This is an optimization exercise on Yosys and OpenROAD, whose aim is a short achievable clock period and few clock cycles, not a production implementation. Function was checked by simulation only, so behaviour that the tests miss may differ from the original. No activity file was given, so power comes from the tool's default toggle rates.

==> run a <==
## riscv_pipeline
module riscv_pipeline(
  input logic clk,
  input logic rst_n,
  input logic [31:0] i_boot_addr,
  output logic [31:0] imem_rd_addr,
  input  logic [31:0] imem_rd_data,
  output logic [31:0] dmem_rd_addr,
  input  logic [31:0] dmem_rd_data,
  output logic        dmem_wr_req,
  output logic [3:0]  dmem_wr_be,
  output logic [31:0] dmem_wr_addr,
  output logic [31:0] dmem_wr_data
);
export LEC_CHECK = 0
export CAP_MARGIN = 20
export CORE_MARGIN = 2
export CORE_UTILIZATION = 40
export SLEW_MARGIN = 20
create_clock -name core_clock -period 10.0 [get_ports {clk}]
standard.sh (not shown) runs the stock make flow with config.mk's settings and CLKGATE_MAP_FILE= SYNTH_SCRIPT=/design/flow/synth_recipe.tcl, a recipe that flattens the netlist after the stock synthesis.
==> flow/flow/run.sh <==
#!/bin/bash
set -euo pipefail
bash standard.sh SETUP_SLACK_MARGIN=7 GPL_TIMING_DRIVEN=1 MATCH_CELL_FOOTPRINT=0 \
  'BUFFER_PORTS_ARGS=-buffer_cell sky130_fd_sc_hd__buf_4' finish > make_finish.log 2>&1
==> run b: changes against run a <==
--- a/flow/design.v
+++ b/flow/design.v
@@ -545,15 +545,14 @@
 logic [31:2] pcE;
 logic [31:2] ptgtE;
 logic        ptE, jalE, ncE;    
 logic [4:0]  rdE;
 logic [2:0]  f3E;
 logic        wenE, loadE, storeE, brE, jalrE, predE;
 logic        eqBrE;         
-logic        invE;          
 logic [31:2] altE;          
 logic        subE, arithE, cmpuE;
 logic        selSumE, selLtE, selXorE, selOrE, selAndE, selSllE, selSrE, selLinkE;
 logic [31:0] resM, sdM;        
 logic [31:0] resMn;            
 wire  [31:0] resMi = ~resMn;
 logic [3:0]  beM;
@@ -646,20 +645,16 @@
 wire [31:0] tgtD  = pcD32 + immD;
 wire [31:0] link4D = pcD32 + 32'd4;
 logic [31:0] resE;        
 logic [31:0] mresM;       
 logic [31:0] ldM;         
 wire [31:0] rf1 = (rs1D != 5'd0 && rfv[rs1D]) ? rf[rs1D] : 32'd0;
 wire [31:0] rf2 = (rs2D != 5'd0 && rfv[rs2D]) ? rf[rs2D] : 32'd0;
-wire e1 = wenE & (rdE == rs1D);
-wire m1 = wenM & (rdM == rs1D);
-wire w1 = wenW & (rdW == rs1D);
-wire e2 = wenE & (rdE == rs2D);
-wire m2 = wenM & (rdM == rs2D);
-wire w2 = wenW & (rdW == rs2D);
+logic e1, m1, w1, e2, m2, w2;
+logic stallQ;             
 wire [31:0] rs1q = (m1 & ~loadM) ? resMi : w1 ? resW : rf1;
 wire [31:0] rs2q = (m2 & ~loadM) ? resMi : w2 ? resW : rf2;
 wire        aFromE = e1 & ~isLuiD & ~isAuipcD;
 wire        aSelSum = aFromE & selSumE;
 wire        aSelOth = aFromE & ~selSumE;
 wire        aSelLd  = ~e1 & m1 & loadM & ~isLuiD & ~isAuipcD;
 wire        aSelQ   = ~aFromE & ~aSelLd;
@@ -676,15 +671,15 @@
 logic misM, jmisM;
 logic killQ;
 logic [31:2] altM, jtgtM;
 wire redirM = misM | jmisM;
 logic fmisE, zQ;
 wire killE  = redirM | zQ;
 wire vDk     = vD & ~redirM & ~killQ & ~zQ;
-wire stallD  = vDk & loadE & ((use1D & (rdE == rs1D)) | (use2D & ~isStoreD & (rdE == rs2D)));
+wire stallD  = vDk & stallQ;
 wire predD   = ~ptD & (isJalD | (isBrD & instD[31]));    
 wire redirD  = vDk & predD & ~stallD;
 wire goD     = vDk & ~stallD;               
 wire keepF   = ~redirM;
 wire selHold = keepF & stallD;
 wire selRedD = keepF & ~stallD & redirD;
 wire seqOk   = keepF & ~stallD & ~redirD;
@@ -709,14 +704,34 @@
     zQ    <= fmisE;
     pcF <= newF;
     pcHn <= ~newF;
     if (~stallD) vD <= ~redirD;
     killQ <= redirM;
   end
 end
+wire use1F   = fJalr | fBr | fLoad | fStore | fAlui | fAlur;
+wire use2nsF = fBr | fAlur;
+always_ff @(posedge clk) begin
+  if (~rst_n) begin
+    e1 <= 1'b0; m1 <= 1'b0; w1 <= 1'b0; e2 <= 1'b0; m2 <= 1'b0; w2 <= 1'b0; stallQ <= 1'b0;
+  end else if (stallD) begin
+    e1 <= 1'b0;          e2 <= 1'b0;
+    m1 <= e1 & ~killE;   m2 <= e2 & ~killE;
+    w1 <= m1;            w2 <= m2;
+    stallQ <= 1'b0;
+  end else begin
+    e1 <= goD & wrD & (rdD == iF[19:15]);
+    e2 <= goD & wrD & (rdD == iF[24:20]);
+    m1 <= wenE & ~killE & (rdE == iF[19:15]);
+    m2 <= wenE & ~killE & (rdE == iF[24:20]);
+    w1 <= wenM & (rdM == iF[19:15]);
+    w2 <= wenM & (rdM == iF[24:20]);
+    stallQ <= goD & isLoadD & ((use1F & (rdD == iF[19:15])) | (use2nsF & (rdD == iF[24:20])));
+  end
+end
 always_ff @(posedge clk) begin
   if (~stallD) begin
     instD <= imem_rd_data;
     isLuiD <= fLui; isAuipcD <= fAuipc; isJalD <= fJal; isJalrD <= fJalr; isBrD <= fBr;
     isLoadD <= fLoad; isStoreD <= fStore; isAluiD <= fAlui; isAlurD <= fAlur;
     use1D <= fJalr | fBr | fLoad | fStore | fAlui | fAlur;
     use2D <= fBr | fStore | fAlur;
@@ -734,29 +749,28 @@
   end else begin
     jalE   <= goD & isJalD;
     ncE    <= goD & ~isJalD & ~isJalrD & ~isBrD;
     wenE   <= goD & wrD;
     loadE  <= goD & isLoadD;
     storeE <= goD & isStoreD;
     brE    <= goD & isBrD;
-    eqBrE  <= goD & isBrD & ~f3D[2] & (rs2D == 5'd0);
+    eqBrE  <= goD & isBrD & ~f3D[2];
     jalrE  <= goD & isJalrD;
   end
 end
 always_ff @(posedge clk) begin
   aE    <= ({32{aSelSum}} & sumE) | ({32{aSelOth}} & resOE) | ({32{aSelLd}} & ldM) | ({32{aSelQ}} & aQ);
   bE    <= ({32{bSelSum}} & sumE) | ({32{bSelOth}} & resOE) | ({32{bSelLd}} & ldM) | ({32{bSelQ}} & bQ);
   sdE   <= sdSelLd ? ldM : rs2q;
   sdFwdE <= e2;
   linkE <= link4D;
   btgtE <= tgtD[31:2];
   rdE   <= rdD;
   f3E   <= f3D;
   predE <= ptD | instD[31];
-  invE  <= f3D[0] ^ (ptD | instD[31]);
   altE  <= (ptD | instD[31]) ? link4D[31:2] : tgtD[31:2];
   ptE   <= ptD;
   ptgtE <= ptgtD;
   pcE   <= pcD;
   subE  <= isAlurD & (f3D == 3'b000) & instD[30];
   arithE <= instD[30];
   cmpuE <= isBrD ? f3D[1] : f3D[0];
@@ -795,15 +809,15 @@
   c = (aE[1] & bE[1]) | ((aE[1] ^ bE[1]) & aE[0] & bE[0]);
   for (int i = 2; i < 32; i++) begin
     if ((aE[i] ^ bE[i] ^ c) != ptgtE[i]) jeqE = 1'b0;
     c = (aE[i] & bE[i]) | ((aE[i] ^ bE[i]) & ~ptgtE[i]);
   end
 end
 wire tgtOkE = ptgtE == btgtE;
-assign fmisE  = eqBrE & ~killE & ((aE == 32'd0) ^ invE);
+assign fmisE  = eqBrE & ~killE & (eqE ^ f3E[0] ^ predE);
 assign misE   = ~killE & ((brE & ~eqBrE & (takenE ^ predE))
                         | (brE & takenE & predE & ptE & ~tgtOkE)
                         | (jalE & ptE & ~tgtOkE)
                         | (ncE & ptE));
 assign jmisE  = jalrE & ~killE & ~(ptE & jeqE);
 logic [3:0]  beE;
 logic [31:0] sdalE;
==> summary of the runs <==
- Routed wire length: run a is higher than run b (6.1%).
- Between run b and run a, the lower total power is in run b (gap about 2.3%, measured against run a).
- Global-route usage: run b is lower than run a (1.5 points).
- Via count: run a is larger than run b (4.8%).
- Of run b and run a, run b has the higher critical path depth (gap 1).
Testbench counts of run a, summed over its fixed seeds: cycles 25,350.
Testbench counts of run b, summed over its fixed seeds: cycles 25,327.

port drivers added, routing unchanged:
The flow's constraints put no driver on any port. The routed layouts listed below were extracted and timed again, unchanged, in two steps.
Step 1, drivers: a clkbuf_16 drives clk and a buf_2 each remaining input, both assumed.
Step 2, shift: input delay + t, output delay - t, t = (earliest + latest rising clock arrival at the registers) / 2. This alone moves slack from input paths to output paths.
Three values: ideal, step 1, step 2; two values: the first two.
run	t (ns)	setup slack, ns	worst setup path at the end	worst slew at a driven data input, ns
run a	0.963	6.478 / 6.478 / 5.837	input to register	0.20
run b	0.967	6.404 / 6.404 / 5.894	input to register	0.15
After both steps every run listed still meets setup and hold. For run a, which loses most, drivers alone change the setup slack by 0.000 ns; drivers and shift together by -0.641 ns.
